This design comes from an exercise in tuning for small area, a short achievable clock period and few clock cycles per item on the open sky130 flow, not from production work. Only simulation tests tie the RTL to the original design; equivalence was not proved.

Setup of oak:
==> flow/design.v <==
module interp_add #(
  parameter int N    = 16,
  parameter int ARCH = 1
) (
  input  [N-1:0] a,
  input  [N-1:0] b,
  input          ci,
  output [N-1:0] s,
  output         co
);
  logic [N:0] g0, p0, g, pp;
  always_comb begin
    g0[0] = ci; p0[0] = 1'b0;
    for (int i = 0; i < N; i++) begin
      g0[i+1] = a[i] & b[i];
      p0[i+1] = a[i] ^ b[i];
    end
    g = g0; pp = p0;
    if (ARCH == 0) begin
      for (int i = 1; i <= N; i++) g[i] = g0[i] | (p0[i] & g[i-1]);
    end else if (ARCH == 2) begin
      for (int l = 1; l <= N; l = l * 2) begin
        for (int i = N; i >= l; i--) begin
          g[i]  = g[i] | (pp[i] & g[i-l]);
          pp[i] = pp[i] & pp[i-l];
        end
      end
    end else begin
      for (int l = 1; 2 * l <= N + 1; l = l * 2) begin
        for (int i = 2 * l - 1; i <= N; i += 2 * l) begin
          g[i]  = g[i] | (pp[i] & g[i-l]);
          pp[i] = pp[i] & pp[i-l];
        end
      end
      for (int l = 16; l >= 1; l = l / 2) begin
        for (int i = 3 * l - 1; i <= N; i += 2 * l) begin
          g[i]  = g[i] | (pp[i] & g[i-l]);
          pp[i] = pp[i] & pp[i-l];
        end
      end
    end
  end
  for (genvar i = 0; i < N; i++) begin : sum
    assign s[i] = p0[i+1] ^ g[i];
  end
  assign co = g[N];
endmodule
module interpolate_cal #(
  parameter  int unsigned HALF_SIZE = 16,
  parameter  int unsigned DATA_SIZE = 16
) (
  input clk,
  input rstn,
  input en,
  input [0:7][DATA_SIZE-1:0] feat,
  input [0:8][DATA_SIZE-1:0] x,  
  input [0:8][DATA_SIZE-1:0] y,
  input [0:8][DATA_SIZE-1:0] z,
  output logic [DATA_SIZE-1:0] interpolated_feat,
  output logic done
);
localparam int W = DATA_SIZE;
logic         busy;         
logic [3:0]   op;           
logic [1:0]   cnt;          
logic         first;        
logic [W-1:0] r;            
logic [W-1:0] d;            
logic         p_valid;      
logic [3:0]   p_nib;        
logic [W-1:0] p, m, a, b;
logic [W-1:0] d_norm;
logic [1:0]   k_norm;
always_comb begin
  if (d[15:12] != 4'd0)     begin d_norm = d;         k_norm = 2'd0; end
  else if (d[11:8] != 4'd0) begin d_norm = d << 4;    k_norm = 2'd1; end
  else if (d[7:4] != 4'd0)  begin d_norm = d << 8;    k_norm = 2'd2; end
  else                      begin d_norm = d << 12;   k_norm = 2'd3; end
end
wire [W-1:0] dv   = first ? d_norm : d;
wire [1:0]   left = first ? k_norm : cnt;
wire idle   = !busy && !p_valid;
wire start  = idle && en;
wire last   = busy && (left == 2'd0);
wire load   = start || (last && op != 4'd10);
wire [3:0] lop = busy ? op + 4'd1 : 4'd1;    
logic [W-1:0] d_a, d_b, n_a, n_b;
always_comb begin
  d_a = x[1]; d_b = x[0];
  case (lop)
    4'd1:  begin d_a = x[1]; d_b = x[0]; end
    4'd2:  begin d_a = y[2]; d_b = y[0]; end
    4'd3:  begin d_a = x[3]; d_b = x[2]; end
    4'd4:  begin d_a = y[2]; d_b = y[0]; end
    4'd5:  begin d_a = z[4]; d_b = z[0]; end
    4'd6:  begin d_a = x[5]; d_b = x[4]; end
    4'd7:  begin d_a = y[6]; d_b = y[4]; end
    4'd8:  begin d_a = x[7]; d_b = x[6]; end
    4'd9:  begin d_a = y[6]; d_b = y[4]; end
    4'd10: begin d_a = z[4]; d_b = z[0]; end
    default: ;
  endcase
  case (lop)
    4'd2, 4'd7: n_a = y[8];
    4'd5:       n_a = z[8];
    4'd4, 4'd9, 4'd10: n_a = d_a;
    default:    n_a = x[8];
  endcase
  case (lop)
    4'd4, 4'd9: n_b = y[8];
    4'd10:      n_b = z[8];
    default:    n_b = d_b;
  endcase
end
wire [W-1:0] n_new, d_new;
interp_add #(W, 1) u_nsub (.a(n_a), .b(~n_b), .ci(1'b1), .s(n_new), .co());
interp_add #(W, 1) u_dsub (.a(d_a), .b(~d_b), .ci(1'b1), .s(d_new), .co());
logic [W-1:0] rs [0:4];
logic [3:0]   nib;
assign rs[0] = r;
for (genvar j = 0; j < 4; j++) begin : step
  localparam int S = 3 - j;
  wire [W-1:0] dsh  = dv << S;
  wire         fits = (S == 0) ? 1'b1 : ~|dv[W-1 -: (S == 0 ? 1 : S)];
  wire [W-1:0] diff;
  wire         nb;
  interp_add #(W, 2) u_sub (.a(rs[j]), .b(~dsh), .ci(1'b1), .s(diff), .co(nb));
  assign nib[S]  = nb & fits;
  assign rs[j+1] = nib[S] ? diff : rs[j];
end
always_ff @(posedge clk) begin
  if (!rstn) begin
    busy  <= 1'b0;
    op    <= 4'd1;
  end else if (load) begin
    busy  <= 1'b1;
    op    <= lop;
  end else if (last) begin
    busy  <= 1'b0;
  end
end
always_ff @(posedge clk) begin
  first <= load;
  if (load) begin
    r   <= n_new;
    d   <= d_new;
  end else begin
    r   <= rs[4];
    d   <= dv >> 4;
  end
  cnt <= left - 2'd1;
end
always_ff @(posedge clk) begin
  if (!rstn) begin
    p_valid <= 1'b0;
    done    <= 1'b0;
  end else begin
    p_valid <= busy;
    done    <= p_valid && !busy;
  end
  p_nib   <= nib;
end
wire x_op  = (op == 4'd1) || (op == 4'd3) || (op == 4'd6) || (op == 4'd8);
wire [W-1:0] f_a = (op == 4'd1) ? feat[0] : (op == 4'd3) ? feat[2] :
                   (op == 4'd6) ? feat[4] : feat[6];
wire [W-1:0] f_b = (op == 4'd1) ? feat[1] : (op == 4'd3) ? feat[3] :
                   (op == 4'd6) ? feat[5] : feat[7];
wire [W-1:0] f_sum;
interp_add #(W, 1) u_fadd (.a(f_a), .b(f_b), .ci(1'b0), .s(f_sum), .co());
wire p_fin  = first || !busy;                               
wire add_a  = first && (op == 4'd5 || op == 4'd10);         
wire add_b  = !busy;                                        
wire [W-1:0] addend = add_a ? a : add_b ? b : '0;
wire [W-1:0] p_new = (p << 4) + addend
                   + (p_nib[3] ? (m << 3) : '0)
                   + (p_nib[2] ? (m << 2) : '0)
                   + (p_nib[1] ? (m << 1) : '0)
                   + (p_nib[0] ? m : '0);
always_ff @(posedge clk) begin
  if (start)
    p <= '0;
  else if (p_valid)
    p <= (p_fin && busy) ? '0 : p_new;
  if (busy && first)
    m <= x_op ? f_sum : p_new;
  if (p_valid && first && (op == 4'd3 || op == 4'd8)) a <= p_new;   
  if (p_valid && first && op == 4'd6) b <= p_new;                    
end
assign interpolated_feat = p;
endmodule
module interp_top #(
  parameter  int unsigned W = 16
) (
  input              clk,
  input              rstn,
  input              en,
  input  [8*W-1:0]   feat,
  input  [9*W-1:0]   x,
  input  [9*W-1:0]   y,
  input  [9*W-1:0]   z,
  output [W-1:0]     interpolated_feat,
  output             done
);
logic [0:7][W-1:0] feat_arr;
logic [0:8][W-1:0] x_arr, y_arr, z_arr;
genvar g;
generate
  for (g = 0; g < 8; g = g + 1) begin : feat_unpack
    assign feat_arr[g] = feat[g*W +: W];
  end
  for (g = 0; g < 9; g = g + 1) begin : xyz_unpack
    assign x_arr[g] = x[g*W +: W];
    assign y_arr[g] = y[g*W +: W];
    assign z_arr[g] = z[g*W +: W];
  end
endgenerate
interpolate_cal #(
  .DATA_SIZE(W)
) INTERP (
  .clk               (clk),
  .rstn              (rstn),
  .en                (en),
  .feat              (feat_arr),
  .x                 (x_arr),
  .y                 (y_arr),
  .z                 (z_arr),
  .interpolated_feat (interpolated_feat),
  .done              (done)
);
endmodule
export LEC_CHECK = 0
export CAP_MARGIN = 20
export CORE_MARGIN = 2
export CORE_UTILIZATION = 40
export PLACE_DENSITY = 0.6
export SLEW_MARGIN = 20
create_clock -name core_clock -period 33.0 [get_ports {clk}]
standard.sh (not shown) runs the stock make flow with config.mk's settings and CLKGATE_MAP_FILE= SYNTH_SCRIPT=/design/flow/synth_recipe.tcl, a recipe that flattens the netlist after the stock synthesis.
==> flow/flow/run.sh <==
#!/bin/bash
set -euo pipefail
export BUFFER_PORTS_ARGS="-buffer_cell sky130_fd_sc_hd__buf_1"
bash standard.sh > standard_flow.log 2>&1
Testbench counts of oak, summed over its fixed seeds: cycles 65,649, items 2,400.
Setup changes, oak to birch
--- a/flow/flow/run.sh
+++ b/flow/flow/run.sh
@@ -3,2 +3,3 @@
 export BUFFER_PORTS_ARGS="-buffer_cell sky130_fd_sc_hd__buf_1"
+export SETUP_SLACK_MARGIN=23
 bash standard.sh > standard_flow.log 2>&1
==> comparison <==
- For buffer count excluding the clock tree in the final layout, dividing the value from oak by the value from birch gives 0.934.
- Lower proportion of cell area occupied by registers goes to birch over oak.
- Diff birch and oak: slew at the pin closest to its max-slew limit lower in oak
- Compared with oak, in birch area growth from synthesis to final layout up 4.8 points.

## static timing again, ports no longer ideal
The flow's constraints put no driver on any port. The routed layouts listed below were extracted and timed again, unchanged, in two steps. Step 1, drivers: a clkbuf_16 drives clk and a buf_2 each remaining input, both assumed. Step 2, shift: input delay + t, output delay - t, t = (earliest + latest rising clock arrival at the registers) / 2. This alone moves slack from input paths to output paths. Slacks: no drivers / after step 1 / after step 2; pairs: no drivers / after step 1.
| run | shift t [ns] | setup WS [ns] | hold WS [ns] | slew at the worst register clock pin (ns) |
|---|---|---|---|---|
| oak | 0.400 | 19.566 / 19.566 / 19.566 | 0.447 / 0.447 / 0.447 | 0.10 / 0.10 |
| birch | 0.402 | 23.134 / 23.069 / 22.667 | 0.433 / 0.433 / 0.433 | 0.09 / 0.09 |
After both steps setup and hold are still met in every run listed. The setup slack of birch, which loses most, moves by -0.065 ns with the drivers and by -0.467 ns with both steps.
